This is an optimization exercise on Yosys and OpenROAD, whose aim is small area, not a production implementation.
Function was checked by simulation only, so behaviour that the tests miss may differ from the original.
Power and IR drop assume default switching activity.

## breadboard
module breadboard(input logic clk, input logic reset, input logic [31:0] A, input logic [31:0] B,
                  input logic [3:0] opcode, output logic [31:0] C, output logic ERR_out);
Size in the first run: ~33 flip-flops, roughly 100 I/O pins, about 21000 um^2 of cells after synthesis.
export LEC_CHECK = 0
export CAP_MARGIN = 5
export CORE_MARGIN = 2
export CORE_UTILIZATION = 40
export SLEW_MARGIN = 5
export SYNTH_HIERARCHICAL = 1
create_clock -name core_clock -period 150.0 [get_ports {clk}]
standard.sh (not shown) runs the stock make flow with config.mk's settings and CLKGATE_MAP_FILE= SYNTH_SCRIPT=/design/flow/synth_recipe.tcl, a recipe that flattens the netlist after the stock synthesis.
==> flow/flow/run.sh <==
#!/bin/bash
export SKIP_PIN_SWAP=1
export SKIP_GATE_CLONING=1
export BUFFER_PORTS_ARGS="-buffer_cell sky130_fd_sc_hd__buf_1"
export SETUP_SLACK_MARGIN=-6
bash standard.sh > standard.log 2>&1
Edit:
- CTS_BUF_LIST: unset -> sky130_fd_sc_hd__clkbuf_8
Effect: The changed run produced a clean layout; global-route usage is unchanged; register-to-register slack got worse by 0.17 ns; utilization decreases by 0.10 points; synthesized area is unchanged; wire length is about the same; total power decreases by 1.7%; design area stays flat; combinational power stays flat; worst setup slack got worse by 0.15 ns; sequential power barely changes; hold slack improved by 0.0052 ns.
Edit:
- CORE_UTILIZATION: 40 -> 50
The changed run completed with no timing, DRC or antenna violations; synthesized area is unchanged; critical path depth goes down by 4; cell count drops by about 3.5%; worst setup slack loses 0.69 ns.
Edit:
==> flow/flow/run.sh (replaced) <==
#!/bin/bash
export SKIP_PIN_SWAP=1
export SKIP_GATE_CLONING=1
export BUFFER_PORTS_ARGS="-buffer_cell sky130_fd_sc_hd__buf_1"
export SETUP_SLACK_MARGIN=-8
bash standard.sh > standard.log 2>&1
- CAP_MARGIN: 5 -> 20
- CORE_UTILIZATION: 50 -> 40
- SLEW_MARGIN: 5 -> 20
Area after synthesis stays the same.
Clock-buffer cell count is unchanged.
Global-route usage is lower by 7.6 points.
Cell area is lower by 0.82%.
Via count is lower by 4.6%.
Setup slack gets worse by 0.61 ns.
Non-clock buffer count is higher by 2.
Routed wire length is lower by 5.6%.
Combinational power is lower by about 3%.
Cell count is higher by 3.6%.
Clock power is lower by 22%.

---

Another version of the RTL of breadboard (not shown whole).
For scale: about 3600 cells after synthesis, about 33 flip-flops, ~100 I/O pins.
clock: 150.0 ns
lec_check: 0
cap_margin: 20
core_margin: 2
core_utilization: 40
slew_margin: 20
synth_hierarchical: 1
==> flow/flow/run.sh <==
#!/bin/bash
# Standard layout, with the timing repair limited to resizing and buffering
# (no pin swaps, no gate cloning).
cp standard.sh standard_sh.txt
export SKIP_PIN_SWAP=1
export SKIP_GATE_CLONING=1
bash standard.sh > standard.log 2>&1
Then changed:
--- a/flow/flow/run.sh
+++ b/flow/flow/run.sh
@@ -3,2 +3,2 @@
-# (no pin swaps, no gate cloning).
-cp standard.sh standard_sh.txt
+# (no pin swaps, no gate cloning), single-drive port buffers, and downsizing
+# of gates off the critical paths after global routing.
@@ -6,0 +7,2 @@
+export BUFFER_PORTS_ARGS="-buffer_cell sky130_fd_sc_hd__buf_1"
+export RECOVER_POWER=100
Result: Worst hold slack degrades by 0.014 ns. Via count decreases slightly. Worst setup slack improves by 0.082 ns. Fmax barely changes. Synthesized area does not change. Total power decreases by a few percent. Final area decreases by a few percent.

---

Setup of old:
RTL: one of the versions met above, not the one the previous note started from.
Size in the first run: roughly 33 flip-flops, about 100 I/O pins.
==> flow/config.mk <==
export PLATFORM = sky130hd
export DESIGN_NAME = breadboard
export DESIGN_NICKNAME = breadboard
export VERILOG_FILES = /design/flow/design.v
export SDC_FILE = /design/flow/constraint.sdc
export NUM_CORES = 4
export LEC_CHECK = 0
export CAP_MARGIN = 20
export CORE_MARGIN = 2
export CORE_UTILIZATION = 40
export CTS_BUF_LIST = sky130_fd_sc_hd__clkbuf_8
export SLEW_MARGIN = 20
export SYNTH_HIERARCHICAL = 1
==> flow/constraint.sdc <==
create_clock -name core_clock -period 150.0 [get_ports {clk}]
set_input_delay 30.0000 -clock core_clock [delete_from_list [all_inputs] [get_ports {clk}]]
set_output_delay 30.0000 -clock core_clock [all_outputs]
set_load 0.01 [all_outputs]
==> flow/flow/run.sh <==
#!/bin/bash
export SKIP_PIN_SWAP=1
export SKIP_GATE_CLONING=1
export BUFFER_PORTS_ARGS="-buffer_cell sky130_fd_sc_hd__buf_1"
export SETUP_SLACK_MARGIN=-6
bash standard.sh > standard.log 2>&1
> inputs changed (old -> new)
# old
export LEC_CHECK = 0
export CAP_MARGIN = 20
export CORE_MARGIN = 2
export CORE_UTILIZATION = 40
export CTS_BUF_LIST = sky130_fd_sc_hd__clkbuf_8
export SLEW_MARGIN = 20
export SYNTH_HIERARCHICAL = 1
create_clock -name core_clock -period 150.0 [get_ports {clk}]
# new
export LEC_CHECK = 0
export CAP_MARGIN = 20
export CORE_MARGIN = 2
export CORE_UTILIZATION = 40
export SLEW_MARGIN = 20
export SYNTH_HIERARCHICAL = 1
create_clock -name core_clock -period 150.0 [get_ports {clk}]
--- a/flow/flow/run.sh
+++ b/flow/flow/run.sh
@@ -5 +5 @@
-export SETUP_SLACK_MARGIN=-6
+export SETUP_SLACK_MARGIN=-5
[summary]
- new vs old: overall power up slightly
- Global-route wire length before repair across new and old: no real change.
- As far as share of total power in sequential cells is concerned, old and new perform about the same.

[afterwards: timing with drivers on the ports]
How much do the figures lean on ideal ports? The routed layouts below were timed once more, with nothing changed but the port constraints.
Step 1: set_driving_cell puts a clkbuf_16 on clk and a buf_2 on each other input, an assumption about the parent block.
Step 2 moves the port delays by t, midway between the first and last clock arrival at a register: inputs arrive t later, outputs are due t later. That takes back most of the time a late clock gives input paths.
Slacks: ideal ports / drivers / drivers and shift; pairs: ideal ports / drivers.
run	t (ns)	slack for setup (ns)	hold WS [ns]
the first run of note 1	0.331	7.152 / 7.174 / 6.844	1.000 / 1.000 / 1.000
the second run of note 1	0.338	6.997 / 7.017 / 6.679	1.005 / 1.005 / 1.005
the third run of note 1	0.344	6.309 / 6.326 / 5.983	1.062 / 1.062 / 1.062
the fourth run of note 1	0.339	5.701 / 5.721 / 5.382	1.011 / 1.011 / 1.011
the first run of note 2	0.334	11.803 / 11.820 / 11.486	0.998 / 0.998 / 0.998
the second run of note 2	0.325	11.885 / 11.906 / 11.582	0.984 / 0.984 / 0.984
old	0.338	6.997 / 7.017 / 6.679	1.005 / 1.005 / 1.005
new	0.331	7.990 / 8.014 / 7.683	0.999 / 0.999 / 0.999
After both steps every run listed still meets setup and hold. For the third run of note 1, which loses most, drivers alone change the setup slack by +0.017 ns; drivers and shift together by -0.326 ns.
